Source: an optimization exercise on an open RTL-to-GDS flow (aim: small area). Production flows keep margins and buffers that such runs may drop.
Only simulation tests tie the RTL to the original design; equivalence was not proved.
Power figures rest on the tool's default switching activity, not on a simulated workload.

--- flow/flow/run.sh ---
#!/bin/bash
# Own layout flow: the standard ORFS flow (standard.sh, with its standard synthesis
# script synth_recipe.tcl), with these changes:
#  - ABC maps the logic with flow/abc.script, an area-oriented mapping script, in place of
#    ORFS's delay-oriented abc_speed.script. ORFS's scripts folder is copied to orfs_scripts/
#    and only that one file is replaced in the copy.
#  - ports buffered with buf_1 (the smallest buffer) instead of ORFS's default choice
#  - clock tree without dummy loads, from small clock buffers in clusters of up to 14 flip-flops
#  - before global routing, downsizing of gates off the critical paths (flow/pre_grt.tcl),
#    followed by the standard repairs
# Each make step's full output is in orfs/logs/; make's own output is in standard.log here.
set -euo pipefail
rm -rf orfs_scripts
cp -r "$FLOW_HOME/scripts" orfs_scripts
cp flow/abc.script orfs_scripts/abc_speed.script
bash standard.sh finish \
	"SCRIPTS_DIR=$PWD/orfs_scripts" \
	"BUFFER_PORTS_ARGS=-buffer_cell sky130_fd_sc_hd__buf_1" \
	"CTS_ARGS=-sink_clustering_enable -repair_clock_nets -dont_use_dummy_load -buf_list {sky130_fd_sc_hd__clkbuf_4 sky130_fd_sc_hd__clkbuf_8} -sink_clustering_buffer sky130_fd_sc_hd__clkbuf_8 -sink_clustering_size 14 -sink_clustering_max_diameter 70" \
	"PRE_GLOBAL_ROUTE_TCL=$PWD/flow/pre_grt.tcl" > standard.log 2>&1
--- flow/flow/abc.script ---
&get -n
&st
&dch
&nf
&st
&syn2
&dch
&nf
&put
--- flow/flow/pre_grt.tcl ---
# Before global routing: downsize gates off the critical paths (placement parasitics),
# then repair slew, capacitance and fanout again, since downsizing ignores them.
estimate_parasitics -placement
repair_timing -recover_power 100 -match_cell_footprint -verbose
repair_design -match_cell_footprint -cap_margin 0 -slew_margin 0 -verbose
detailed_placement
--- flow/standard.sh ---
#!/bin/bash
# synth_recipe.tcl (not shown) runs the flow's synth.tcl, then flattens the netlist and writes it again
# the make line also repeats each setting of config.mk as NAME=value (left out here)
make -C /OpenROAD-flow-scripts/flow DESIGN_CONFIG=/design/flow/config.mk WORK_HOME=/design/flow/orfs CLKGATE_MAP_FILE= SYNTH_SCRIPT=/design/flow/synth_recipe.tcl "${@:-finish}"
--- flow/config.mk ---
export PLATFORM = sky130hd
export DESIGN_NAME = pipeline_cpu
export DESIGN_NICKNAME = pipeline_cpu
export VERILOG_FILES = /design/flow/design.v
export SDC_FILE = /design/flow/constraint.sdc
export NUM_CORES = 4
export LEC_CHECK = 0
export CAP_MARGIN = 0
export CORE_MARGIN = 2
export CORE_UTILIZATION = 40
export SLEW_MARGIN = 0
export SYNTH_HIERARCHICAL = 1
--- flow/constraint.sdc ---
create_clock -name core_clock -period 7.0 [get_ports {clk}]
set_input_delay 1.4000 -clock core_clock [delete_from_list [all_inputs] [get_ports {clk}]]
set_output_delay 1.4000 -clock core_clock [all_outputs]
set_load 0.01 [all_outputs]
--- flow/design.v ---
module pipeline_cpu(
	clk,
	rst_n,
	in_valid,
	instruction,
	dout,
	out_valid,
	ren,
	wen,
	addr,
	out_addr,
	din,
	out
);
input clk, rst_n, in_valid;
input [18:0] instruction;
input [15:0] dout;
output logic out_valid, ren, wen;
output logic [15:0] out, din;
output logic [3:0] out_addr, addr;
localparam K_NOP = 3'd0, K_ONE = 3'd1, K_ABS = 3'd2, K_MUL = 3'd3, K_LD = 3'd4, K_ST = 3'd5;
localparam C_NOP = 2'd0, C_ONE = 2'd1, C_MUL = 2'd2, C_ST = 2'd3;
logic [255:0] rf;    
logic [15:0] rv;     
logic        a_v;
logic [14:0] a_ins;      
logic [15:0] a_s, a_t;
logic        b_v;
logic [2:0]  b_k;
logic [7:0]  b_d;
logic [31:0] b_w;
logic        c_v;
logic [1:0]  c_k;
logic [7:0]  c_d;
logic [31:0] c_w;
wire i_mem = instruction[18:17] == 2'b10;
wire [3:0] i_sa = i_mem ? instruction[11:8] : instruction[15:12];
wire [3:0] i_ta = i_mem ? instruction[15:12] : instruction[11:8];
logic [15:0] s_s, s_t;
always_comb
	for (int i = 0; i < 16; i++) begin
		s_s[i] = rv[i] && i_sa == i;
		s_t[i] = rv[i] && i_ta == i;
	end
wire [15:0] rd_s, rd_t;
rf_rd u_rs (.s(s_s), .f(rf), .y(rd_s));
rf_rd u_rt (.s(s_t), .f(rf), .y(rd_t));
logic a_rr, a_sub;
always_ff @(posedge clk) begin
	a_ins <= {instruction[18:16], instruction[11:0]};
	a_rr  <= instruction[18:16] == 3'b000;
	a_sub <= (instruction[18:16] == 3'b000 && instruction[3:0] == 4'd3) || instruction[18:16] == 3'b011;
	a_s   <= rd_s;
	a_t   <= rd_t;
end
wire [2:0] a_op = a_ins[14:12];
wire [3:0] a_frt = a_ins[11:8];
wire [7:0] a_imm = a_ins[7:0];
wire [3:0] a_fn = a_ins[3:0];
wire [15:0] a_y = a_rr ? a_t : {8'd0, a_imm};
wire [15:0] a_yx = a_y ^ {16{a_sub}};
wire [16:0] a_sum;
wire [8:0] a_c;       
assign a_c[0] = 1'b0;
genvar ga;
generate for (ga = 0; ga < 8; ga = ga + 1) begin : g_as
	fa u_f (.a(a_s[ga]), .b(a_yx[ga]), .c(a_c[ga]), .s(a_sum[ga]), .co(a_c[ga+1]));
end endgenerate
assign a_sum[16:8] = {1'b0, a_s[15:8]} + {1'b0, a_yx[15:8]} + {8'd0, a_c[8]};
logic [2:0]  a_k;
logic [7:0]  a_d;
logic [16:0] a_r;
always_comb begin
	a_k = K_NOP;
	a_d = {4'd0, a_frt};
	a_r = a_sum;
	case (a_op)
		3'b000: begin
			a_k = a_fn == 4'd3 ? K_ABS : K_ONE;
			a_d = {4'd0, a_imm[7:4]};
			case (a_fn)
				4'd0: a_r = {1'b0, a_s & a_t};
				4'd1: a_r = {1'b0, a_s | a_t};
				4'd2, 4'd3: a_r = a_sum;
				default: a_r = 17'd0;
			endcase
		end
		3'b001: begin a_k = K_MUL; a_d = a_imm; end
		3'b010: a_k = K_ONE;
		3'b011: a_k = K_ABS;
		3'b100: a_k = K_ST;
		3'b101: begin a_k = K_LD; a_r = {9'd0, a_imm}; end
		default: ;
	endcase
end
wire [31:0] prod;
mul16 u_mul (.a(a_s), .b(a_t), .p(prod));
always_ff @(posedge clk) begin
	b_k <= a_k;
	b_d <= a_d;
	b_w[31:17] <= prod[31:17];    
	b_w[16:0] <= (a_op == 3'b001) ? prod[16:0] : a_r;
end
wire a_st = a_v && a_op == 3'b100;
wire a_ld = a_v && a_op == 3'b101;
wire b_st = b_v && b_k == K_ST;
wire b_ld = b_v && b_k == K_LD;
always_ff @(posedge clk or negedge rst_n) begin
	if (!rst_n) begin
		a_v <= 1'b0;
		b_v <= 1'b0;
		c_v <= 1'b0;
		wen <= 1'b0;
		ren <= 1'b0;
		addr <= 4'd0;
		din <= 16'd0;
	end else begin
		a_v <= in_valid;
		b_v <= a_v;
		c_v <= b_v;
		wen <= a_st && !b_st;
		ren <= a_ld && !b_ld;
		if (a_st || a_ld) addr <= a_t[3:0];
		if (a_st) din <= a_sum[15:0];
	end
end
wire b_ldk = b_k == K_LD;
wire [15:0] b_p = b_ldk ? dout : b_w[15:0] ^ {16{!b_w[16]}};
wire [7:0]  b_q = b_w[7:0] & {8{b_ldk}};
wire [15:0] b_sum;
wire [8:0]  b_c;       
wire [8:0]  b_t;       
assign b_c[0] = !b_ldk && b_w[16];
assign b_t[0] = 1'b1;
genvar gk;
generate for (gk = 0; gk < 8; gk = gk + 1) begin : g_bs
	fa u_f (.a(b_p[gk]), .b(b_q[gk]), .c(b_c[gk]), .s(b_sum[gk]), .co(b_c[gk+1]));
	assign b_t[gk+1] = b_t[gk] && b_p[8+gk];
	assign b_sum[8+gk] = b_p[8+gk] ^ (b_c[8] && b_t[gk]);
end endgenerate
always_ff @(posedge clk) begin
	c_d <= b_d;
	case (b_k)
		K_ONE: c_k <= C_ONE;
		K_ABS: c_k <= C_ONE;
		K_LD:  c_k <= C_ONE;
		K_MUL: c_k <= C_MUL;
		K_ST:  c_k <= C_ST;
		default: c_k <= C_NOP;
	endcase
	c_w[31:16] <= b_w[31:16];     
	case (b_k)
		K_LD, K_ABS: c_w[15:0] <= b_sum;
		default: c_w[15:0] <= b_w[15:0];    
	endcase
end
wire c_one = c_v && c_k == C_ONE;
wire c_mul = c_v && c_k == C_MUL;
wire c_st  = c_v && c_k == C_ST;
wire [15:0] lo = c_w[15:0];
wire [15:0] hi = c_w[31:16];
logic [15:0] dl, s_o, wl, wh;
always_comb
	for (int i = 0; i < 16; i++) begin
		dl[i] = c_d[3:0] == i;
		s_o[i] = rv[i] && dl[i];
		wl[i] = (c_one || c_mul) && dl[i];
		wh[i] = c_mul && c_d[7:4] == i && !dl[i];
	end
wire [3:0] rd_o;
rf_rd4 u_ro (.s(s_o), .f(rf), .y(rd_o));
always_ff @(posedge clk or negedge rst_n) begin
	if (!rst_n) begin
		out_valid <= 1'b0;
		out <= 16'd0;
		out_addr <= 4'd0;
		rv <= 16'd0;
	end else begin
		if (c_v) out_valid <= 1'b1;
		if (c_one) begin
			out <= lo;
			out_addr <= c_d[3:0];
		end
		if (c_mul) begin
			out <= hi & lo;
			out_addr <= c_d[7:4] + c_d[3:0];
		end
		if (c_st) begin
			out <= lo;
			out_addr <= rd_o[3:0];
		end
		rv <= rv | wl | wh;
	end
end
wire [255:0] rf_nx;
genvar gi, gb;
generate for (gi = 0; gi < 16; gi = gi + 1) begin : g_wr
	wire hold = !(wl[gi] || wh[gi]);
	for (gb = 0; gb < 16; gb = gb + 1) begin : g_b
		rf_bit u_b (.wl(wl[gi]), .wh(wh[gi]), .hold(hold), .lo(lo[gb]), .hi(hi[gb]), .r(rf[16*gi+gb]), .d(rf_nx[16*gi+gb]));
	end
end endgenerate
always_ff @(posedge clk) rf <= rf_nx;
endmodule
module rf_bit(input wl, wh, hold, lo, hi, r, output d);
assign d = (wl & lo) | (wh & hi) | (hold & r);
endmodule
module rf_rd(input [15:0] s, input [255:0] f, output [15:0] y);
genvar i, b;
generate for (b = 0; b < 16; b = b + 1) begin : g_b
	wire [5:0] n;
	wire m0, m1;
	for (i = 0; i < 5; i = i + 1) begin : g_d
		aoi222 u_a (.a(s[3*i]), .b(f[16*(3*i)+b]), .c(s[3*i+1]), .d(f[16*(3*i+1)+b]), .e(s[3*i+2]), .f(f[16*(3*i+2)+b]), .y(n[i]));
	end
	nand2 u_l (.a(s[15]), .b(f[16*15+b]), .y(n[5]));
	nand3 u_n0 (.a(n[0]), .b(n[1]), .c(n[2]), .y(m0));
	nand3 u_n1 (.a(n[3]), .b(n[4]), .c(n[5]), .y(m1));
	or2 u_o (.a(m0), .b(m1), .y(y[b]));
end endgenerate
endmodule
module rf_rd4(input [15:0] s, input [255:0] f, output [3:0] y);
genvar i, b;
generate for (b = 0; b < 4; b = b + 1) begin : g_b
	wire [5:0] n;
	wire m0, m1;
	for (i = 0; i < 5; i = i + 1) begin : g_d
		aoi222 u_a (.a(s[3*i]), .b(f[16*(3*i)+b]), .c(s[3*i+1]), .d(f[16*(3*i+1)+b]), .e(s[3*i+2]), .f(f[16*(3*i+2)+b]), .y(n[i]));
	end
	nand2 u_l (.a(s[15]), .b(f[16*15+b]), .y(n[5]));
	nand3 u_n0 (.a(n[0]), .b(n[1]), .c(n[2]), .y(m0));
	nand3 u_n1 (.a(n[3]), .b(n[4]), .c(n[5]), .y(m1));
	or2 u_o (.a(m0), .b(m1), .y(y[b]));
end endgenerate
endmodule
module aoi222(input a, b, c, d, e, f, output y);
assign y = ~((a & b) | (c & d) | (e & f));
endmodule
module nand3(input a, b, c, output y);
assign y = ~(a & b & c);
endmodule
module nand2(input a, b, output y);
assign y = ~(a & b);
endmodule
module or2(input a, b, output y);
assign y = a | b;
endmodule
module mul16(input [15:0] a, input [15:0] b, output [31:0] p);
wire [255:0] pp;
genvar gi, gj;
generate for (gi = 0; gi < 16; gi = gi + 1) begin : g_i for (gj = 0; gj < 16; gj = gj + 1) begin : g_j assign pp[gi*16+gj] = ~(a[gi] & b[gj]); end end endgenerate
wire t1;
wire t2;
wire t3;
wire t4;
wire t5;
wire t6;
wire t7;
wire t8;
wire t9;
wire t10;
wire t11;
wire t12;
wire t13;
wire t14;
wire t15;
wire t16;
wire t17;
wire t18;
wire t19;
wire t20;
wire t21;
wire t22;
wire t23;
wire t24;
wire t25;
wire t26;
wire t27;
wire t28;
wire t29;
wire t30;
wire t31;
wire t32;
wire t33;
wire t34;
wire t35;
wire t36;
wire t37;
wire t38;
wire t39;
wire t40;
wire t41;
wire t42;
wire t43;
wire t44;
wire t45;
wire t46;
wire t47;
wire t48;
wire t49;
wire t50;
wire t51;
wire t52;
wire t53;
wire t54;
wire t55;
wire t56;
wire t57;
wire t58;
wire t59;
wire t60;
wire t61;
wire t62;
wire t63;
wire t64;
wire t65;
wire t66;
wire t67;
wire t68;
wire t69;
wire t70;
wire t71;
wire t72;
wire t73;
wire t74;
wire t75;
wire t76;
wire t77;
wire t78;
wire t79;
wire t80;
wire t81;
wire t82;
wire t83;
wire t84;
wire t85;
wire t86;
wire t87;
wire t88;
wire t89;
wire t90;
wire t91;
wire t92;
wire t93;
wire t94;
wire t95;
wire t96;
wire t97;
wire t98;
wire t99;
wire t100;
wire t101;
wire t102;
wire t103;
wire t104;
wire t105;
wire t106;
wire t107;
wire t108;
wire t109;
wire t110;
wire t111;
wire t112;
wire t113;
wire t114;
wire t115;
wire t116;
wire t117;
wire t118;
wire t119;
wire t120;
wire t121;
wire t122;
wire t123;
wire t124;
wire t125;
wire t126;
wire t127;
wire t128;
wire t129;
wire t130;
wire t131;
wire t132;
wire t133;
wire t134;
wire t135;
wire t136;
wire t137;
wire t138;
wire t139;
wire t140;
wire t141;
wire t142;
wire t143;
wire t144;
wire t145;
wire t146;
wire t147;
wire t148;
wire t149;
wire t150;
wire t151;
wire t152;
wire t153;
wire t154;
wire t155;
wire t156;
wire t157;
wire t158;
wire t159;
wire t160;
wire t161;
wire t162;
wire t163;
wire t164;
wire t165;
wire t166;
wire t167;
wire t168;
wire t169;
wire t170;
wire t171;
wire t172;
wire t173;
wire t174;
wire t175;
wire t176;
wire t177;
wire t178;
wire t179;
wire t180;
wire t181;
wire t182;
wire t183;
wire t184;
wire t185;
wire t186;
wire t187;
wire t188;
wire t189;
wire t190;
wire t191;
wire t192;
wire t193;
wire t194;
wire t195;
wire t196;
wire t197;
wire t198;
wire t199;
wire t200;
wire t201;
wire t202;
wire t203;
wire t204;
wire t205;
wire t206;
wire t207;
wire t208;
wire t209;
wire t210;
wire t211;
wire t212;
wire t213;
wire t214;
wire t215;
wire t216;
wire t217;
wire t218;
wire t219;
wire t220;
wire t221;
wire t222;
wire t223;
wire t224;
wire t225;
wire t226;
wire t227;
wire t228;
wire t229;
wire t230;
wire t231;
wire t232;
wire t233;
wire t234;
wire t235;
wire t236;
wire t237;
wire t238;
wire t239;
wire t240;
wire t241;
wire t242;
wire t243;
wire t244;
wire t245;
wire t246;
wire t247;
wire t248;
wire t249;
wire t250;
wire t251;
wire t252;
wire t253;
wire t254;
wire t255;
wire t256;
wire t257;
wire t258;
wire t259;
wire t260;
wire t261;
wire t262;
wire t263;
wire t264;
wire t265;
wire t266;
wire t267;
wire t268;
wire t269;
wire t270;
wire t271;
wire t272;
wire t273;
wire t274;
wire t275;
wire t276;
wire t277;
wire t278;
wire t279;
wire t280;
wire t281;
wire t282;
wire t283;
wire t284;
wire t285;
wire t286;
wire t287;
wire t288;
wire t289;
wire t290;
wire t291;
wire t292;
wire t293;
wire t294;
wire t295;
wire t296;
wire t297;
wire t298;
wire t299;
wire t300;
wire t301;
wire t302;
wire t303;
wire t304;
wire t305;
wire t306;
wire t307;
wire t308;
wire t309;
wire t310;
wire t311;
wire t312;
wire t313;
wire t314;
wire t315;
wire t316;
wire t317;
wire t318;
wire t319;
wire t320;
wire t321;
wire t322;
wire t323;
wire t324;
wire t325;
wire t326;
wire t327;
wire t328;
wire t329;
wire t330;
wire t331;
wire t332;
wire t333;
wire t334;
wire t335;
wire t336;
wire t337;
wire t338;
wire t339;
wire t340;
wire t341;
wire t342;
wire t343;
wire t344;
wire t345;
wire t346;
wire t347;
wire t348;
wire t349;
wire t350;
wire t351;
wire t352;
wire t353;
wire t354;
wire t355;
wire t356;
wire t357;
wire t358;
wire t359;
wire t360;
wire t361;
wire t362;
wire t363;
wire t364;
wire t365;
wire t366;
wire t367;
wire t368;
wire t369;
wire t370;
wire t371;
wire t372;
wire t373;
wire t374;
wire t375;
wire t376;
wire t377;
wire t378;
wire t379;
wire t380;
wire t381;
wire t382;
wire t383;
wire t384;
wire t385;
wire t386;
wire t387;
wire t388;
wire t389;
wire t390;
wire t391;
wire t392;
wire t393;
wire t394;
wire t395;
wire t396;
wire t397;
wire t398;
wire t399;
wire t400;
wire t401;
wire t402;
wire t403;
wire t404;
wire t405;
wire t406;
wire t407;
wire t408;
wire t409;
wire t410;
wire t411;
wire t412;
wire t413;
wire t414;
wire t415;
wire t416;
wire t417;
wire t418;
wire t419;
wire t420;
wire t421;
wire t422;
wire t423;
wire t424;
wire t425;
wire t426;
wire t427;
wire t428;
wire t429;
wire t430;
wire t431;
wire t432;
wire t433;
wire t434;
wire t435;
wire t436;
xnor2 ut1 (.a(pp[13]), .b(pp[28]), .y(t1));
or2 ut2 (.a(pp[13]), .b(pp[28]), .y(t2));
fa ut3 (.a(pp[14]), .b(pp[29]), .c(pp[44]), .s(t3), .co(t4));
xnor2 ut5 (.a(pp[59]), .b(pp[74]), .y(t5));
or2 ut6 (.a(pp[59]), .b(pp[74]), .y(t6));
fa ut7 (.a(pp[15]), .b(pp[30]), .c(pp[45]), .s(t7), .co(t8));
fa ut9 (.a(pp[60]), .b(pp[75]), .c(pp[90]), .s(t9), .co(t10));
xnor2 ut11 (.a(pp[105]), .b(pp[120]), .y(t11));
or2 ut12 (.a(pp[105]), .b(pp[120]), .y(t12));
fa ut13 (.a(pp[31]), .b(pp[46]), .c(pp[61]), .s(t13), .co(t14));
fa ut15 (.a(pp[76]), .b(pp[91]), .c(pp[106]), .s(t15), .co(t16));
xnor2 ut17 (.a(pp[121]), .b(pp[136]), .y(t17));
or2 ut18 (.a(pp[121]), .b(pp[136]), .y(t18));
fa ut19 (.a(pp[47]), .b(pp[62]), .c(pp[77]), .s(t19), .co(t20));
fa ut21 (.a(pp[92]), .b(pp[107]), .c(pp[122]), .s(t21), .co(t22));
fa ut23 (.a(pp[63]), .b(pp[78]), .c(pp[93]), .s(t23), .co(t24));
xnor2 ut25 (.a(pp[9]), .b(pp[24]), .y(t25));
or2 ut26 (.a(pp[9]), .b(pp[24]), .y(t26));
fa ut27 (.a(pp[10]), .b(pp[25]), .c(pp[40]), .s(t27), .co(t28));
xnor2 ut29 (.a(pp[55]), .b(pp[70]), .y(t29));
or2 ut30 (.a(pp[55]), .b(pp[70]), .y(t30));
fa ut31 (.a(pp[11]), .b(pp[26]), .c(pp[41]), .s(t31), .co(t32));
fa ut33 (.a(pp[56]), .b(pp[71]), .c(pp[86]), .s(t33), .co(t34));
xnor2 ut35 (.a(pp[101]), .b(pp[116]), .y(t35));
or2 ut36 (.a(pp[101]), .b(pp[116]), .y(t36));
fa ut37 (.a(pp[12]), .b(pp[27]), .c(pp[42]), .s(t37), .co(t38));
fa ut39 (.a(pp[57]), .b(pp[72]), .c(pp[87]), .s(t39), .co(t40));
fa ut41 (.a(pp[102]), .b(pp[117]), .c(pp[132]), .s(t41), .co(t42));
xnor2 ut43 (.a(pp[147]), .b(pp[162]), .y(t43));
or2 ut44 (.a(pp[147]), .b(pp[162]), .y(t44));
fa ut45 (.a(pp[43]), .b(pp[58]), .c(pp[73]), .s(t45), .co(t46));
fa ut47 (.a(pp[88]), .b(pp[103]), .c(pp[118]), .s(t47), .co(t48));
fa ut49 (.a(pp[133]), .b(pp[148]), .c(pp[163]), .s(t49), .co(t50));
fa ut51 (.a(pp[178]), .b(pp[193]), .c(pp[208]), .s(t51), .co(t52));
fa ut53 (.a(pp[89]), .b(pp[104]), .c(pp[119]), .s(t53), .co(t54));
fa ut55 (.a(pp[134]), .b(pp[149]), .c(pp[164]), .s(t55), .co(t56));
fa ut57 (.a(pp[179]), .b(pp[194]), .c(pp[209]), .s(t57), .co(t58));
fa ut59 (.a(pp[224]), .b(t3), .c(t5), .s(t59), .co(t60));
fa ut61 (.a(pp[135]), .b(pp[150]), .c(pp[165]), .s(t61), .co(t62));
fa ut63 (.a(pp[180]), .b(pp[195]), .c(pp[210]), .s(t63), .co(t64));
fa ut65 (.a(pp[225]), .b(pp[240]), .c(t7), .s(t65), .co(t66));
fa ut67 (.a(t9), .b(t11), .c(t4), .s(t67), .co(t68));
fa ut69 (.a(pp[151]), .b(pp[166]), .c(pp[181]), .s(t69), .co(t70));
fa ut71 (.a(pp[196]), .b(pp[211]), .c(pp[226]), .s(t71), .co(t72));
fa ut73 (.a(pp[241]), .b(t13), .c(t15), .s(t73), .co(t74));
fa ut75 (.a(t17), .b(t8), .c(t10), .s(t75), .co(t76));
fa ut77 (.a(pp[137]), .b(pp[152]), .c(pp[167]), .s(t77), .co(t78));
fa ut79 (.a(pp[182]), .b(pp[197]), .c(pp[212]), .s(t79), .co(t80));
fa ut81 (.a(pp[227]), .b(pp[242]), .c(t19), .s(t81), .co(t82));
fa ut83 (.a(t21), .b(t14), .c(t16), .s(t83), .co(t84));
fa ut85 (.a(pp[108]), .b(pp[123]), .c(pp[138]), .s(t85), .co(t86));
fa ut87 (.a(pp[153]), .b(pp[168]), .c(pp[183]), .s(t87), .co(t88));
fa ut89 (.a(pp[198]), .b(pp[213]), .c(pp[228]), .s(t89), .co(t90));
fa ut91 (.a(pp[243]), .b(t23), .c(t20), .s(t91), .co(t92));
fa ut93 (.a(pp[79]), .b(pp[94]), .c(pp[109]), .s(t93), .co(t94));
fa ut95 (.a(pp[124]), .b(pp[139]), .c(pp[154]), .s(t95), .co(t96));
fa ut97 (.a(pp[169]), .b(pp[184]), .c(pp[199]), .s(t97), .co(t98));
fa ut99 (.a(pp[214]), .b(pp[229]), .c(pp[244]), .s(t99), .co(t100));
fa ut101 (.a(pp[95]), .b(pp[110]), .c(pp[125]), .s(t101), .co(t102));
fa ut103 (.a(pp[140]), .b(pp[155]), .c(pp[170]), .s(t103), .co(t104));
fa ut105 (.a(pp[185]), .b(pp[200]), .c(pp[215]), .s(t105), .co(t106));
fa ut107 (.a(pp[111]), .b(pp[126]), .c(pp[141]), .s(t107), .co(t108));
fa ut109 (.a(pp[156]), .b(pp[171]), .c(pp[186]), .s(t109), .co(t110));
fa ut111 (.a(pp[127]), .b(pp[142]), .c(pp[157]), .s(t111), .co(t112));
xnor2 ut113 (.a(pp[6]), .b(pp[21]), .y(t113));
or2 ut114 (.a(pp[6]), .b(pp[21]), .y(t114));
fa ut115 (.a(pp[7]), .b(pp[22]), .c(pp[37]), .s(t115), .co(t116));
xnor2 ut117 (.a(pp[52]), .b(pp[67]), .y(t117));
or2 ut118 (.a(pp[52]), .b(pp[67]), .y(t118));
fa ut119 (.a(pp[8]), .b(pp[23]), .c(pp[38]), .s(t119), .co(t120));
fa ut121 (.a(pp[53]), .b(pp[68]), .c(pp[83]), .s(t121), .co(t122));
xnor2 ut123 (.a(pp[98]), .b(pp[113]), .y(t123));
or2 ut124 (.a(pp[98]), .b(pp[113]), .y(t124));
fa ut125 (.a(pp[39]), .b(pp[54]), .c(pp[69]), .s(t125), .co(t126));
fa ut127 (.a(pp[84]), .b(pp[99]), .c(pp[114]), .s(t127), .co(t128));
fa ut129 (.a(pp[129]), .b(pp[144]), .c(t25), .s(t129), .co(t130));
fa ut131 (.a(pp[85]), .b(pp[100]), .c(pp[115]), .s(t131), .co(t132));
fa ut133 (.a(pp[130]), .b(pp[145]), .c(pp[160]), .s(t133), .co(t134));
fa ut135 (.a(t27), .b(t29), .c(t26), .s(t135), .co(t136));
fa ut137 (.a(pp[131]), .b(pp[146]), .c(pp[161]), .s(t137), .co(t138));
fa ut139 (.a(pp[176]), .b(t31), .c(t33), .s(t139), .co(t140));
fa ut141 (.a(t35), .b(t28), .c(t30), .s(t141), .co(t142));
fa ut143 (.a(pp[177]), .b(pp[192]), .c(t37), .s(t143), .co(t144));
fa ut145 (.a(t39), .b(t41), .c(t43), .s(t145), .co(t146));
fa ut147 (.a(t32), .b(t34), .c(t36), .s(t147), .co(t148));
fa ut149 (.a(t1), .b(t45), .c(t47), .s(t149), .co(t150));
fa ut151 (.a(t49), .b(t51), .c(t38), .s(t151), .co(t152));
fa ut153 (.a(t40), .b(t42), .c(t44), .s(t153), .co(t154));
fa ut155 (.a(t2), .b(t53), .c(t55), .s(t155), .co(t156));
fa ut157 (.a(t57), .b(t59), .c(t46), .s(t157), .co(t158));
fa ut159 (.a(t48), .b(t50), .c(t52), .s(t159), .co(t160));
fa ut161 (.a(t6), .b(t61), .c(t63), .s(t161), .co(t162));
fa ut163 (.a(t65), .b(t67), .c(t54), .s(t163), .co(t164));
fa ut165 (.a(t56), .b(t58), .c(t60), .s(t165), .co(t166));
fa ut167 (.a(t12), .b(t69), .c(t71), .s(t167), .co(t168));
fa ut169 (.a(t73), .b(t75), .c(t62), .s(t169), .co(t170));
fa ut171 (.a(t64), .b(t66), .c(t68), .s(t171), .co(t172));
fa ut173 (.a(t18), .b(t77), .c(t79), .s(t173), .co(t174));
fa ut175 (.a(t81), .b(t83), .c(t70), .s(t175), .co(t176));
fa ut177 (.a(t72), .b(t74), .c(t76), .s(t177), .co(t178));
fa ut179 (.a(t22), .b(t85), .c(t87), .s(t179), .co(t180));
fa ut181 (.a(t89), .b(t91), .c(t78), .s(t181), .co(t182));
fa ut183 (.a(t80), .b(t82), .c(t84), .s(t183), .co(t184));
fa ut185 (.a(t24), .b(t93), .c(t95), .s(t185), .co(t186));
fa ut187 (.a(t97), .b(t99), .c(t86), .s(t187), .co(t188));
fa ut189 (.a(t88), .b(t90), .c(t92), .s(t189), .co(t190));
fa ut191 (.a(pp[230]), .b(pp[245]), .c(t101), .s(t191), .co(t192));
fa ut193 (.a(t103), .b(t105), .c(t94), .s(t193), .co(t194));
fa ut195 (.a(t96), .b(t98), .c(t100), .s(t195), .co(t196));
fa ut197 (.a(pp[201]), .b(pp[216]), .c(pp[231]), .s(t197), .co(t198));
fa ut199 (.a(pp[246]), .b(t107), .c(t109), .s(t199), .co(t200));
fa ut201 (.a(t102), .b(t104), .c(t106), .s(t201), .co(t202));
fa ut203 (.a(pp[172]), .b(pp[187]), .c(pp[202]), .s(t203), .co(t204));
fa ut205 (.a(pp[217]), .b(pp[232]), .c(pp[247]), .s(t205), .co(t206));
fa ut207 (.a(t111), .b(t108), .c(t110), .s(t207), .co(t208));
fa ut209 (.a(pp[143]), .b(pp[158]), .c(pp[173]), .s(t209), .co(t210));
fa ut211 (.a(pp[188]), .b(pp[203]), .c(pp[218]), .s(t211), .co(t212));
fa ut213 (.a(pp[233]), .b(pp[248]), .c(t112), .s(t213), .co(t214));
fa ut215 (.a(pp[159]), .b(pp[174]), .c(pp[189]), .s(t215), .co(t216));
fa ut217 (.a(pp[204]), .b(pp[219]), .c(pp[234]), .s(t217), .co(t218));
fa ut219 (.a(pp[175]), .b(pp[190]), .c(pp[205]), .s(t219), .co(t220));
xnor2 ut221 (.a(pp[4]), .b(pp[19]), .y(t221));
or2 ut222 (.a(pp[4]), .b(pp[19]), .y(t222));
fa ut223 (.a(pp[5]), .b(pp[20]), .c(pp[35]), .s(t223), .co(t224));
xnor2 ut225 (.a(pp[50]), .b(pp[65]), .y(t225));
or2 ut226 (.a(pp[50]), .b(pp[65]), .y(t226));
fa ut227 (.a(pp[36]), .b(pp[51]), .c(pp[66]), .s(t227), .co(t228));
fa ut229 (.a(pp[81]), .b(pp[96]), .c(t113), .s(t229), .co(t230));
fa ut231 (.a(pp[82]), .b(pp[97]), .c(pp[112]), .s(t231), .co(t232));
fa ut233 (.a(t115), .b(t117), .c(t114), .s(t233), .co(t234));
fa ut235 (.a(pp[128]), .b(t119), .c(t121), .s(t235), .co(t236));
fa ut237 (.a(t123), .b(t116), .c(t118), .s(t237), .co(t238));
fa ut239 (.a(t125), .b(t127), .c(t129), .s(t239), .co(t240));
fa ut241 (.a(t120), .b(t122), .c(t124), .s(t241), .co(t242));
fa ut243 (.a(t131), .b(t133), .c(t135), .s(t243), .co(t244));
fa ut245 (.a(t126), .b(t128), .c(t130), .s(t245), .co(t246));
fa ut247 (.a(t137), .b(t139), .c(t141), .s(t247), .co(t248));
fa ut249 (.a(t132), .b(t134), .c(t136), .s(t249), .co(t250));
fa ut251 (.a(t143), .b(t145), .c(t147), .s(t251), .co(t252));
fa ut253 (.a(t138), .b(t140), .c(t142), .s(t253), .co(t254));
fa ut255 (.a(t149), .b(t151), .c(t153), .s(t255), .co(t256));
fa ut257 (.a(t144), .b(t146), .c(t148), .s(t257), .co(t258));
fa ut259 (.a(t155), .b(t157), .c(t159), .s(t259), .co(t260));
fa ut261 (.a(t150), .b(t152), .c(t154), .s(t261), .co(t262));
fa ut263 (.a(t161), .b(t163), .c(t165), .s(t263), .co(t264));
fa ut265 (.a(t156), .b(t158), .c(t160), .s(t265), .co(t266));
fa ut267 (.a(t167), .b(t169), .c(t171), .s(t267), .co(t268));
fa ut269 (.a(t162), .b(t164), .c(t166), .s(t269), .co(t270));
fa ut271 (.a(t173), .b(t175), .c(t177), .s(t271), .co(t272));
fa ut273 (.a(t168), .b(t170), .c(t172), .s(t273), .co(t274));
fa ut275 (.a(t179), .b(t181), .c(t183), .s(t275), .co(t276));
fa ut277 (.a(t174), .b(t176), .c(t178), .s(t277), .co(t278));
fa ut279 (.a(t185), .b(t187), .c(t189), .s(t279), .co(t280));
fa ut281 (.a(t180), .b(t182), .c(t184), .s(t281), .co(t282));
fa ut283 (.a(t191), .b(t193), .c(t195), .s(t283), .co(t284));
fa ut285 (.a(t186), .b(t188), .c(t190), .s(t285), .co(t286));
fa ut287 (.a(t197), .b(t199), .c(t201), .s(t287), .co(t288));
fa ut289 (.a(t192), .b(t194), .c(t196), .s(t289), .co(t290));
fa ut291 (.a(t203), .b(t205), .c(t207), .s(t291), .co(t292));
fa ut293 (.a(t198), .b(t200), .c(t202), .s(t293), .co(t294));
fa ut295 (.a(t209), .b(t211), .c(t213), .s(t295), .co(t296));
fa ut297 (.a(t204), .b(t206), .c(t208), .s(t297), .co(t298));
fa ut299 (.a(pp[249]), .b(t215), .c(t217), .s(t299), .co(t300));
fa ut301 (.a(t210), .b(t212), .c(t214), .s(t301), .co(t302));
fa ut303 (.a(pp[220]), .b(pp[235]), .c(pp[250]), .s(t303), .co(t304));
fa ut305 (.a(t219), .b(t216), .c(t218), .s(t305), .co(t306));
fa ut307 (.a(pp[191]), .b(pp[206]), .c(pp[221]), .s(t307), .co(t308));
fa ut309 (.a(pp[236]), .b(pp[251]), .c(t220), .s(t309), .co(t310));
fa ut311 (.a(pp[207]), .b(pp[222]), .c(pp[237]), .s(t311), .co(t312));
xnor2 ut313 (.a(pp[3]), .b(pp[18]), .y(t313));
or2 ut314 (.a(pp[3]), .b(pp[18]), .y(t314));
fa ut315 (.a(pp[34]), .b(pp[49]), .c(pp[64]), .s(t315), .co(t316));
fa ut317 (.a(pp[80]), .b(t223), .c(t225), .s(t317), .co(t318));
fa ut319 (.a(t227), .b(t229), .c(t224), .s(t319), .co(t320));
fa ut321 (.a(t231), .b(t233), .c(t228), .s(t321), .co(t322));
fa ut323 (.a(t235), .b(t237), .c(t232), .s(t323), .co(t324));
fa ut325 (.a(t239), .b(t241), .c(t236), .s(t325), .co(t326));
fa ut327 (.a(t243), .b(t245), .c(t240), .s(t327), .co(t328));
fa ut329 (.a(t247), .b(t249), .c(t244), .s(t329), .co(t330));
fa ut331 (.a(t251), .b(t253), .c(t248), .s(t331), .co(t332));
fa ut333 (.a(t255), .b(t257), .c(t252), .s(t333), .co(t334));
fa ut335 (.a(t259), .b(t261), .c(t256), .s(t335), .co(t336));
fa ut337 (.a(t263), .b(t265), .c(t260), .s(t337), .co(t338));
fa ut339 (.a(t267), .b(t269), .c(t264), .s(t339), .co(t340));
fa ut341 (.a(t271), .b(t273), .c(t268), .s(t341), .co(t342));
fa ut343 (.a(t275), .b(t277), .c(t272), .s(t343), .co(t344));
fa ut345 (.a(t279), .b(t281), .c(t276), .s(t345), .co(t346));
fa ut347 (.a(t283), .b(t285), .c(t280), .s(t347), .co(t348));
fa ut349 (.a(t287), .b(t289), .c(t284), .s(t349), .co(t350));
fa ut351 (.a(t291), .b(t293), .c(t288), .s(t351), .co(t352));
fa ut353 (.a(t295), .b(t297), .c(t292), .s(t353), .co(t354));
fa ut355 (.a(t299), .b(t301), .c(t296), .s(t355), .co(t356));
fa ut357 (.a(t303), .b(t305), .c(t300), .s(t357), .co(t358));
fa ut359 (.a(t307), .b(t309), .c(t304), .s(t359), .co(t360));
fa ut361 (.a(pp[252]), .b(t311), .c(t308), .s(t361), .co(t362));
fa ut363 (.a(pp[223]), .b(pp[238]), .c(pp[253]), .s(t363), .co(t364));
xnor2 ut365 (.a(pp[2]), .b(pp[17]), .y(t365));
or2 ut366 (.a(pp[2]), .b(pp[17]), .y(t366));
fa ut367 (.a(pp[33]), .b(pp[48]), .c(t313), .s(t367), .co(t368));
fa ut369 (.a(t221), .b(t315), .c(t314), .s(t369), .co(t370));
fa ut371 (.a(t222), .b(t317), .c(t316), .s(t371), .co(t372));
fa ut373 (.a(t226), .b(t319), .c(t318), .s(t373), .co(t374));
fa ut375 (.a(t230), .b(t321), .c(t320), .s(t375), .co(t376));
fa ut377 (.a(t234), .b(t323), .c(t322), .s(t377), .co(t378));
fa ut379 (.a(t238), .b(t325), .c(t324), .s(t379), .co(t380));
fa ut381 (.a(t242), .b(t327), .c(t326), .s(t381), .co(t382));
fa ut383 (.a(t246), .b(t329), .c(t328), .s(t383), .co(t384));
fa ut385 (.a(t250), .b(t331), .c(t330), .s(t385), .co(t386));
fa ut387 (.a(t254), .b(t333), .c(t332), .s(t387), .co(t388));
fa ut389 (.a(t258), .b(t335), .c(t334), .s(t389), .co(t390));
fa ut391 (.a(t262), .b(t337), .c(t336), .s(t391), .co(t392));
fa ut393 (.a(t266), .b(t339), .c(t338), .s(t393), .co(t394));
fa ut395 (.a(t270), .b(t341), .c(t340), .s(t395), .co(t396));
fa ut397 (.a(t274), .b(t343), .c(t342), .s(t397), .co(t398));
fa ut399 (.a(t278), .b(t345), .c(t344), .s(t399), .co(t400));
fa ut401 (.a(t282), .b(t347), .c(t346), .s(t401), .co(t402));
fa ut403 (.a(t286), .b(t349), .c(t348), .s(t403), .co(t404));
fa ut405 (.a(t290), .b(t351), .c(t350), .s(t405), .co(t406));
fa ut407 (.a(t294), .b(t353), .c(t352), .s(t407), .co(t408));
fa ut409 (.a(t298), .b(t355), .c(t354), .s(t409), .co(t410));
fa ut411 (.a(t302), .b(t357), .c(t356), .s(t411), .co(t412));
fa ut413 (.a(t306), .b(t359), .c(t358), .s(t413), .co(t414));
fa ut415 (.a(t310), .b(t361), .c(t360), .s(t415), .co(t416));
fa ut417 (.a(t312), .b(t363), .c(t362), .s(t417), .co(t418));
fa ut419 (.a(pp[239]), .b(pp[254]), .c(t364), .s(t419), .co(t420));
fa ut421 (.a(pp[1]), .b(pp[16]), .c(1'b1), .s(t421), .co(t422));
fa ut423 (.a(pp[32]), .b(t365), .c(t422), .s(t423), .co(t424));
fa ut425 (.a(t367), .b(t366), .c(t424), .s(t425), .co(t426));
fa ut427 (.a(t369), .b(t368), .c(t426), .s(t427), .co(t428));
fa ut429 (.a(t371), .b(t370), .c(t428), .s(t429), .co(t430));
fa ut431 (.a(t373), .b(t372), .c(t430), .s(t431), .co(t432));
fa ut433 (.a(t375), .b(t374), .c(t432), .s(t433), .co(t434));
fa ut435 (.a(t377), .b(t376), .c(t434), .s(t435), .co(t436));
wire [22:0] rr;
assign rr = {1'b1, pp[255], t419, t417, t415, t413, t411, t409, t407, t405, t403, t401, t399, t397, t395, t393, t391, t389, t387, t385, t383, t381, t379} + {1'b1, t420, t418, t416, t414, t412, t410, t408, t406, t404, t402, t400, t398, t396, t394, t392, t390, t388, t386, t384, t382, t380, t378} + t436;
assign p = ~{rr[22], rr[21], rr[20], rr[19], rr[18], rr[17], rr[16], rr[15], rr[14], rr[13], rr[12], rr[11], rr[10], rr[9], rr[8], rr[7], rr[6], rr[5], rr[4], rr[3], rr[2], rr[1], rr[0], t435, t433, t431, t429, t427, t425, t423, t421, pp[0]};
endmodule
module fa(input a, b, c, output s, co);
assign s = a ^ b ^ c;
assign co = (a & b) | (a & c) | (b & c);
endmodule
module xnor2(input a, b, output y);
assign y = ~(a ^ b);
endmodule
module ha(input a, b, output s, co);
assign s = a ^ b;
assign co = a & b;
endmodule
==> results.sh, run 1 <==
export IMPL_synth_yosys_warnings=7
export IMPL_grtUsageTotal_pct=28.23
export IMPL_seq_area_frac_synth_pct=36.47
export IMPL_drt_vias_per_instance=6.568
export IMPL_netlist_area_um2=25660
export IMPL_tightest_slew_ns=1.334
export IMPL_clock_sinks=452
export IMPL_setup_worst_path_class="flip-flop to flip-flop"
export IMPL_synth_area_leaders="dfxtp_1, fa_1, a222oi_1, dfrtp_1, nand2_1"
export IMPL_setup_ws_ns=0.4350
export IMPL_cts_tree="built"
export IMPL_outcome="no timing/DRC/antenna violations"
export IMPL_dieArea_um2=66190
export IMPL_synth_area_per_cell_um2=10.09
export IMPL_worst_setup_path_start_kind="flip-flop"
export IMPL_worstReg2RegStart="a_s[0]"
export IMPL_area_growth_syn_to_layout_pct=10.15
export IMPL_finClkSkew_ns=0.1197
export IMPL_critPathRequiredTime_ns=7.53
export IMPL_power_leakage_nw=8.943
export IMPL_design_core_area_um2=63200
export IMPL_synth_nets=2837
export IMPL_maxSlewViolCount=0
export IMPL_yosysMostFrequentCell="a222oi_1"
export IMPL_utilization_pct=44.73
export IMPL_cts_htree_levels=2
export IMPL_ys_ff_latch=452
export IMPL_power_frac_seq_pct=48.8
export IMPL_synthCells=2543
export IMPL_rsz0062_at_grt="no"
export IMPL_synth_top_cell_by_area="dfxtp_1"
export IMPL_power_switching_mw=4.350
export IMPL_antenna_found_initial=4
export IMPL_dieHeight_um=257.3
export IMPL_grt_first_pass_wirelength_mm=145.1
export IMPL_period_share_pct=93.79
export IMPL_gp_congestion=0.9334
export IMPL_path_clk_slew_ns=0.10
export IMPL_dpl_hpwl_mm=69.71
export IMPL_synth_common_cells="a222oi_1, dfxtp_1, nand2_1"
export IMPL_grt_start_max_net_pins=39
export IMPL_hold_buffers=0
export IMPL_worstSetupEndpointType="flip-flop"
export IMPL_finish_net_count=3053
export IMPL_row_count=92
export IMPL_route_detailed_wl_per_inst_um=26.51
export IMPL_grt_pass1_vias=23150
export IMPL_worst_skew_pair_late_latency_ns=0.68
export IMPL_final_setup_viol_count=0
export IMPL_relSlewSlack_pct=11.07
export IMPL_post_place_ws_ns=0.4639
export IMPL_p_comb_share_pct=37.0
export IMPL_ios=81
export IMPL_synth_edf_count=0
export IMPL_wl_mm=95.53
export IMPL_intPower_mw=5.558
export IMPL_max_freq_mhz=152.3
export IMPL_grt_ovfl_total=0
export IMPL_worstPathMaxFanout=9
export IMPL_drc=0
export IMPL_cts_root_buf="clkbuf_8"
export IMPL_hold_path_class="flip-flop to flip-flop"
export IMPL_ir_drop_mv=0.1250
export IMPL_min_delay_start="b_w[30]"
export IMPL_hold_ws_ns=0.3081
export IMPL_startpoint="a_s[0]"
export IMPL_numCtsBuffers=40
export IMPL_drv_cap=0
export IMPL_async_reset_ff_share_pct=13.72
export IMPL_cts_setup_buffers=0
export IMPL_ant_nets=0
export IMPL_drtPass1Iterations=15
export IMPL_synth_distinct_cells=48
export IMPL_final_hold_viol_count=0
export IMPL_drive_above_1_share_pct=4.461
export IMPL_vias=23670
export IMPL_start_util_pct=40.61
export IMPL_max_clock_path_buffers=3
export IMPL_synth_main_ff_cell="dfxtp_1"
export IMPL_cp_arrival_ns=7.10
export IMPL_drt_iter0_drc=4285
export IMPL_ctsResizeCount=0
export IMPL_synth_top_cell_area_share_pct=30.43
export IMPL_power_density_nw_per_um2=350.5
export IMPL_n_antenna_cell=0
export IMPL_clkPwrFrac_pct=14.1
export IMPL_io_buffers=80
export IMPL_setup_tns_ns=0
export IMPL_switching_share_pct=43.90
export IMPL_die_w_um=257.3
export IMPL_min_period_ns=6.565
per-module statistics from Yosys (local to each module, per instance), excerpt:
module / flops+latches / area, um^2 / copies in the design / cells
pipeline_cpu: 452 / 13060 / 1 / 1061
nand2: 0 / 3.754 / 36 / 1
nand3: 0 / 5.005 / 72 / 1
or2: 0 / 6.256 / 51 / 1
rf_bit: 0 / 13.76 / 256 / 2
xnor2: 0 / 8.758 / 15 / 1
mul16: 0 / 1943 / 1 / 397
aoi222: 0 / 10.01 / 180 / 1
flip-flops by register name, indices dropped and copies added, names as in the netlist, 8 cells and up:
name	flops
rf	256
b_w	32
c_w	32
a_s	16
a_t	16
din	16
out	16
rv	16
a_ins	15
b_d	8
c_d	8
final timing paths:
check	endpoint	slack [ns]	cells past startpoint
max	b_w[25]	0.43	19
min	c_w[30]	0.31	0
max reg2reg	b_w[25]	0.43	19
min reg2reg	c_w[30]	0.31	0
max in group asynchronous	din[5]	4.97	3
min in group asynchronous	out[5]	0.81	1
power by group through the flow:
stage / Clock [mW] / Combinational (mW) / Sequential, mW
finish: 1.40 / 3.67 / 4.84
detailed placement: 0 / 3.63 / 4.83
global route: 1.52 / 4.02 / 4.95
floorplan: 0 / 2.28 / 4.50
CTS: 1.43 / 3.66 / 4.78
global placement: 0 / 3.55 / 4.76
through the flow:
step / power (mW) / cell area, um^2 / instances
2_1_floorplan: 6.783 / 25660 / 2543
3_3_place_gp: 8.315 / 27870 / 3562
3_5_place_dp: 8.461 / 27870 / 3562
4_1_cts: 9.860 / 28420 / 3602
5_1_grt: 10.50 / 28260 / 3603
6_report: 9.908 / 28260 / 3603
routing by layer:
layer	share of wire, %	track usage (%)
met3	10	5.142
met2	46	44.62
met4	3.8	11.08
met5	0.028	0
met1	40	38.30
critical path: stages, from the launching register on:
cell,delay [ns]
dfxtp_1,0.59
nand2_1,0.15
fa_1,0.46
fa_1,0.39
fa_1,0.39
fa_1,0.38
fa_1,0.39
fa_1,0.39
fa_1,0.39
fa_1,0.40
fa_1,0.43
fa_1,0.43
a21o_1,0.20
a21oi_1,0.21
o21ai_0,0.29
a31oi_1,0.34
o31ai_1,0.15
nor2b_1,0.16
a31oi_1,0.19
xor2_1,0.15
cells in the final DEF, fill, tap and decap left out, types with 8 or more instances in the layout:
cell type    n
mux2i_1     19
ha_1        32
or2_0       54
buf_1      109
and2_0      37
xnor2_1     49
nor3_1      29
nand3_1     82
mux2_1      26
dfxtp_1    390
a222oi_1   436
and3_1      38
o21ai_0     71
a21oi_1     73
clkbuf_8    40
dfrtp_1     62
nand2_1    378
xor2_1      30
a21o_1       9
nor2_1      82
a31oi_1     13
nor2b_1     14
nor3_2      12
or3_1       19
buf_4       62
clkinv_1   288
fa_1       224
o21a_1       8
cells by family after synthesis:
family	Yosys count	synth area share (%)
muxes	45	1.882
AOI/OAI and AO/OA	653	21.97
and+or+nand+nor	766	13.63
xor gates and xnor gates	79	2.696
adders and majority gates	258	19.11
other	2	0.02927
DFF	452	36.47
buffers and inverters	288	4.213
area by class of cell:
class | count | area, um^2
flip-flops and latches | 452 | 9359
clock buffers | 40 | 550.5
repair buffers | 174 | 904.6
fillers | 6102 | 34930
inverters | 288 | 1081
well taps | 846 | 1059
multi-input cells | 1803 | 15310
==> run 2: changes to the inputs <==
==> flow/flow/run.sh (replaced) <==
#!/bin/bash
# Own layout flow: the standard ORFS flow (standard.sh, with its standard synthesis
# script synth_recipe.tcl), with these changes:
#  - ABC maps the logic with flow/abc.script, an area-oriented mapping script, in place of
#    ORFS's delay-oriented abc_speed.script. ORFS's scripts folder is copied to orfs_scripts/
#    and only that one file is replaced in the copy.
#  - ports buffered with buf_1 (the smallest buffer) instead of ORFS's default choice
#  - clock tree without dummy loads, from small clock buffers in clusters of up to 8 flip-flops
#  - before global routing, downsizing of gates off the critical paths (flow/pre_grt.tcl),
#    followed by the standard repairs
# Each make step's full output is in orfs/logs/; make's own output is in standard.log here.
set -euo pipefail
rm -rf orfs_scripts
cp -r "$FLOW_HOME/scripts" orfs_scripts
cp flow/abc.script orfs_scripts/abc_speed.script
bash standard.sh finish \
	"SCRIPTS_DIR=$PWD/orfs_scripts" \
	"BUFFER_PORTS_ARGS=-buffer_cell sky130_fd_sc_hd__buf_1" \
	"CTS_ARGS=-sink_clustering_enable -repair_clock_nets -dont_use_dummy_load -buf_list {sky130_fd_sc_hd__clkbuf_4 sky130_fd_sc_hd__clkbuf_8} -sink_clustering_buffer sky130_fd_sc_hd__clkbuf_4 -sink_clustering_size 8 -sink_clustering_max_diameter 50" \
	"PRE_GLOBAL_ROUTE_TCL=$PWD/flow/pre_grt.tcl" > standard.log 2>&1
==> flow/flow/pre_grt.tcl (replaced) <==
# Before global routing: downsize gates off the critical paths (placement parasitics),
# then repair slew, capacitance and fanout again, since downsizing ignores them.
estimate_parasitics -placement
repair_timing -recover_power 100 -match_cell_footprint -verbose
repair_design -match_cell_footprint -cap_margin 10 -slew_margin 10 -verbose
detailed_placement
--- a/flow/config.mk
+++ b/flow/config.mk
@@ -5,8 +5,8 @@
 export SDC_FILE = /design/flow/constraint.sdc
 export NUM_CORES = 4
 export LEC_CHECK = 0
-export CAP_MARGIN = 0
+export CAP_MARGIN = 10
 export CORE_MARGIN = 2
 export CORE_UTILIZATION = 40
-export SLEW_MARGIN = 0
+export SLEW_MARGIN = 10
 export SYNTH_HIERARCHICAL = 1
==> results.sh, run 2 <==
export IMPL_outcome="no timing/DRC/antenna violations"
export IMPL_worstPathMaxFanout=9
export IMPL_ant_nets=0
export IMPL_ir_drop_mv=0.1563
export IMPL_row_count=92
export IMPL_clkPwrFrac_pct=14.5
export IMPL_ys_ff_latch=452
export IMPL_cts_htree_levels=3
export IMPL_ios=81
export IMPL_io_buffers=80
export IMPL_dp_cells=3562
export IMPL_synth_common_cells="a222oi_1, dfxtp_1, nand2_1"
export IMPL_drt_vias_per_instance=6.559
export IMPL_antenna_found_initial=5
export IMPL_largest_reg_flops=256
export IMPL_area_growth_syn_to_layout_pct=10.28
export IMPL_cts_setup_buffers=0
export IMPL_grt_pass1_vias=23380
export IMPL_max_clock_path_buffers=3
export IMPL_dieHeight_um=257.3
export IMPL_drtPass1Iterations=11
export IMPL_synth_edf_count=0
export IMPL_rsz0062_at_grt="no"
export IMPL_min_period_ns=6.469
export IMPL_slowest_delay_ns=0.58
export IMPL_worst_setup_path_start_kind="flip-flop"
export IMPL_crit_family="adder cells"
export IMPL_synth_distinct_cells=48
export IMPL_cts_tree="built"
export IMPL_tightest_slew_ns=1.297
export IMPL_grt_start_max_net_pins=39
export IMPL_max_freq_mhz=154.6
export IMPL_grt_first_pass_wirelength_mm=145.7
export IMPL_final_cell_mix="a222oi_1, dfxtp_1, nand2_1"
export IMPL_n_antenna_cell=0
export IMPL_path_clk_slew_ns=0.10
export IMPL_finish_net_count=3083
export IMPL_hold_path_depth=0
export IMPL_grt_ovfl_total=0
export IMPL_design_core_area_um2=63200
export IMPL_ctsResizeCount=0
export IMPL_synthCells=2543
export IMPL_synth_area_per_cell_um2=10.09
export IMPL_synth_yosys_warnings=7
export IMPL_grtUsageTotal_pct=28.40
export IMPL_final_setup_viol_count=0
export IMPL_setup_tns_ns=0
export IMPL_power_leakage_nw=9.003
export IMPL_cp_common_cell="fa_1"
export IMPL_intPower_mw=5.560
export IMPL_setup_worst_path_class="flip-flop to flip-flop"
export IMPL_drc=0
export IMPL_maxSlewViolCount=0
export IMPL_utilization_pct=44.78
export IMPL_synth_area_leaders="dfxtp_1, fa_1, a222oi_1, dfrtp_1, nand2_1"
export IMPL_r2r_end="b_w[25]"
export IMPL_drt_iter0_drc=4276
export IMPL_numCtsBuffers=69
export IMPL_clock_sinks=452
export IMPL_path_cells="nand2_1 -> fa_1 -> fa_1 -> fa_1 -> fa_1 -> fa_1 -> fa_1 -> fa_1 -> fa_1 -> fa_1 -> fa_1 -> a21o_1 -> a21oi_1 -> o21ai_0 -> a31oi_1 -> o31ai_1 -> nor2b_1 -> a31oi_1 -> xor2_1"
export IMPL_fin_cells=3633
export IMPL_ff2ff_path_depth=19
export IMPL_worstReg2RegStart="a_s[0]"
export IMPL_worst_skew_pair_late_latency_ns=0.67
export IMPL_hold_path_class="flip-flop to flip-flop"
export IMPL_final_hold_viol_count=0
export IMPL_power_density_nw_per_um2=351.1
export IMPL_period_share_pct=92.42
export IMPL_vias=23830
export IMPL_min_to="c_d[4]"
export IMPL_reg_largest_list="rf x256, b_w x32, c_w x32"
export IMPL_finClkSkew_ns=0.1165
export IMPL_drive_above_1_share_pct=5.526
export IMPL_power_frac_seq_pct=48.6
export IMPL_cp_arrival_ns=7.04
export IMPL_yosysMostFrequentCell="a222oi_1"
export IMPL_power_mw=9.937
export IMPL_dpl_hpwl_mm=69.71
export IMPL_netlist_area_um2=25660
export IMPL_start_util_pct=40.61
export IMPL_worstSetupEndpointType="flip-flop"
export IMPL_wl_mm=95.65
export IMPL_largest_register="rf"
export IMPL_p_comb_share_pct=36.9
export IMPL_crit_buf_inv=0
export IMPL_critPathRequiredTime_ns=7.57
export IMPL_gp_congestion=0.9334
export IMPL_slowest_stage="dfxtp_1"
export IMPL_seq_area_frac_synth_pct=36.47
export IMPL_hold_buffers=0
export IMPL_route_detailed_wl_per_inst_um=26.33
export IMPL_synth_nets=2837
export IMPL_async_reset_ff_share_pct=13.72
export IMPL_nFillCells=6101
export IMPL_drv_cap=0
export IMPL_synth_top_cell_by_area="dfxtp_1"
export IMPL_layout_commonest_cell="a222oi_1"
export IMPL_min_delay_start="b_d[4]"
export IMPL_ff2ff_setup_slack_ns=0.53
export IMPL_relSlewSlack_pct=13.51
export IMPL_dieArea_um2=66190
export IMPL_cts_root_buf="clkbuf_8"
export IMPL_power_switching_mw=4.377
export IMPL_die_w_um=257.3
export IMPL_switching_share_pct=44.05
export IMPL_synth_top_cell_area_share_pct=30.43
export IMPL_synth_main_ff_cell="dfxtp_1"
## run 2: cell types whose count changed in the layout (fill, tap and decap cells not counted), sizes merged
cell	previous run	this run
clkbuf	40	69
buf	174	175
## run 2: per-layer routing
layer	track usage, %	wire length (um)	vias up
met3	5.713	9778	229
met2	44.56	43400	1418
met5	0	10	-
met4	11.13	4042	2
met1	38.48	38420	11960
li1	-	-	10220
## run 2: power by group through the flow
stage                     Combinational, mW  Sequential, mW  Clock (mW)
final                                  3.67            4.83        1.44
after global routing                   4.02            4.95        1.58
after CTS                              3.65            4.78        1.48
after detailed placement               3.63            4.83           0
after global placement                 3.55            4.76           0
after floorplan                        2.28            4.50           0
## run 2: modules after synthesis (local to each module, per instance), a selection
module        cells  flip-flops and latches
aoi222            1                       0
fa                1                       0
or2               1                       0
mul16           397                       0
rf_bit            2                       0
pipeline_cpu   1061                     452
nand2             1                       0
nand3             1                       0
xnor2             1                       0
## run 2: kinds of logic (layout without fill, tap and decap cells)
logic type      count (synthesis)  count (layout)  share of synthesized area (%)
fa+ha+maj                     258             258                          19.11
flops                         452             452                          36.47
buf+inv                       288             532                          4.213
other cells                     2               2                        0.02927
compound gates                653             653                          21.97
xor+xnor                       79              79                          2.696
simple gates                  766             766                          13.63
mux                            45              45                          1.882
## run 2: worst max path at each step
stage | to | startpoint | depth (start not counted)
after floorplan | c_w[15] | b_k[2] | 16
after global placement | b_w[25] | a_s[0] | 19
after detailed placement | b_w[25] | a_s[0] | 19
after CTS | b_w[25] | a_s[0] | 19
after global routing | b_w[25] | a_s[0] | 19
final | b_w[25] | a_s[0] | 19
## run 2: final cells by class
class                      instances  area [um^2]  area share, %
clock buffer                      69        574.3          2.029
inverter                         288         1081          3.820
multi-input combinational       1803        15310          54.11
sequential                       452         9359          33.07
tap                              846         1059          3.741
timing repair buffer             175        912.1          3.223
## run 2: worst register-to-register path, cell delays in order, from the launching register on
cell and delay (ns):
dfxtp_1 0.58, nand2_1 0.15, fa_1 0.46, fa_1 0.39
fa_1 0.39, fa_1 0.38, fa_1 0.39, fa_1 0.39
fa_1 0.39, fa_1 0.39, fa_1 0.42, fa_1 0.43
a21o_1 0.20, a21oi_1 0.22, o21ai_0 0.29, a31oi_1 0.34
o31ai_1 0.15, nor2b_1 0.16, a31oi_1 0.19, xor2_1 0.15
## run 2: through the flow
step	setup WS, ns	hold WS (ns)	area, um^2
after floorplan	0.1186	0.3096	25660
after global placement	0.5188	0.3105	27870
after detailed placement	0.4639	0.3121	27870
after CTS	0.4787	0.3290	28440
after global routing	0.1462	0.3386	28300
final	0.5308	0.3296	28300

re-timing with driven ports:
In the flow no input, the clock included, has a driving cell. The finished layouts below were timed again as built, in two steps. Step 1: set_driving_cell puts a clkbuf_16 on clk and a buf_2 on each other input, an assumption about the parent block. Step 2 adds t to the input delays and takes it off the output delays; t is the mean of the earliest and latest rising clock arrival at the registers after step 1. Input paths then give back, and output paths get back, about the clock's delay inside the block. a / b / c = ideal / step 1 / step 2; a / b = the first two.
| run | t (ns) | setup slack, ns | latest minus earliest clock arrival (ns) | pins driven straight from the clock port |
|---|---|---|---|---|
| run 1 | 0.680 | 0.435 / 0.435 / 0.435 | 0.121 / 0.121 | 1 |
| run 2 | 0.670 | 0.531 / 0.531 / 0.531 | 0.116 / 0.116 | 1 |
After both steps every run listed still meets setup and hold.
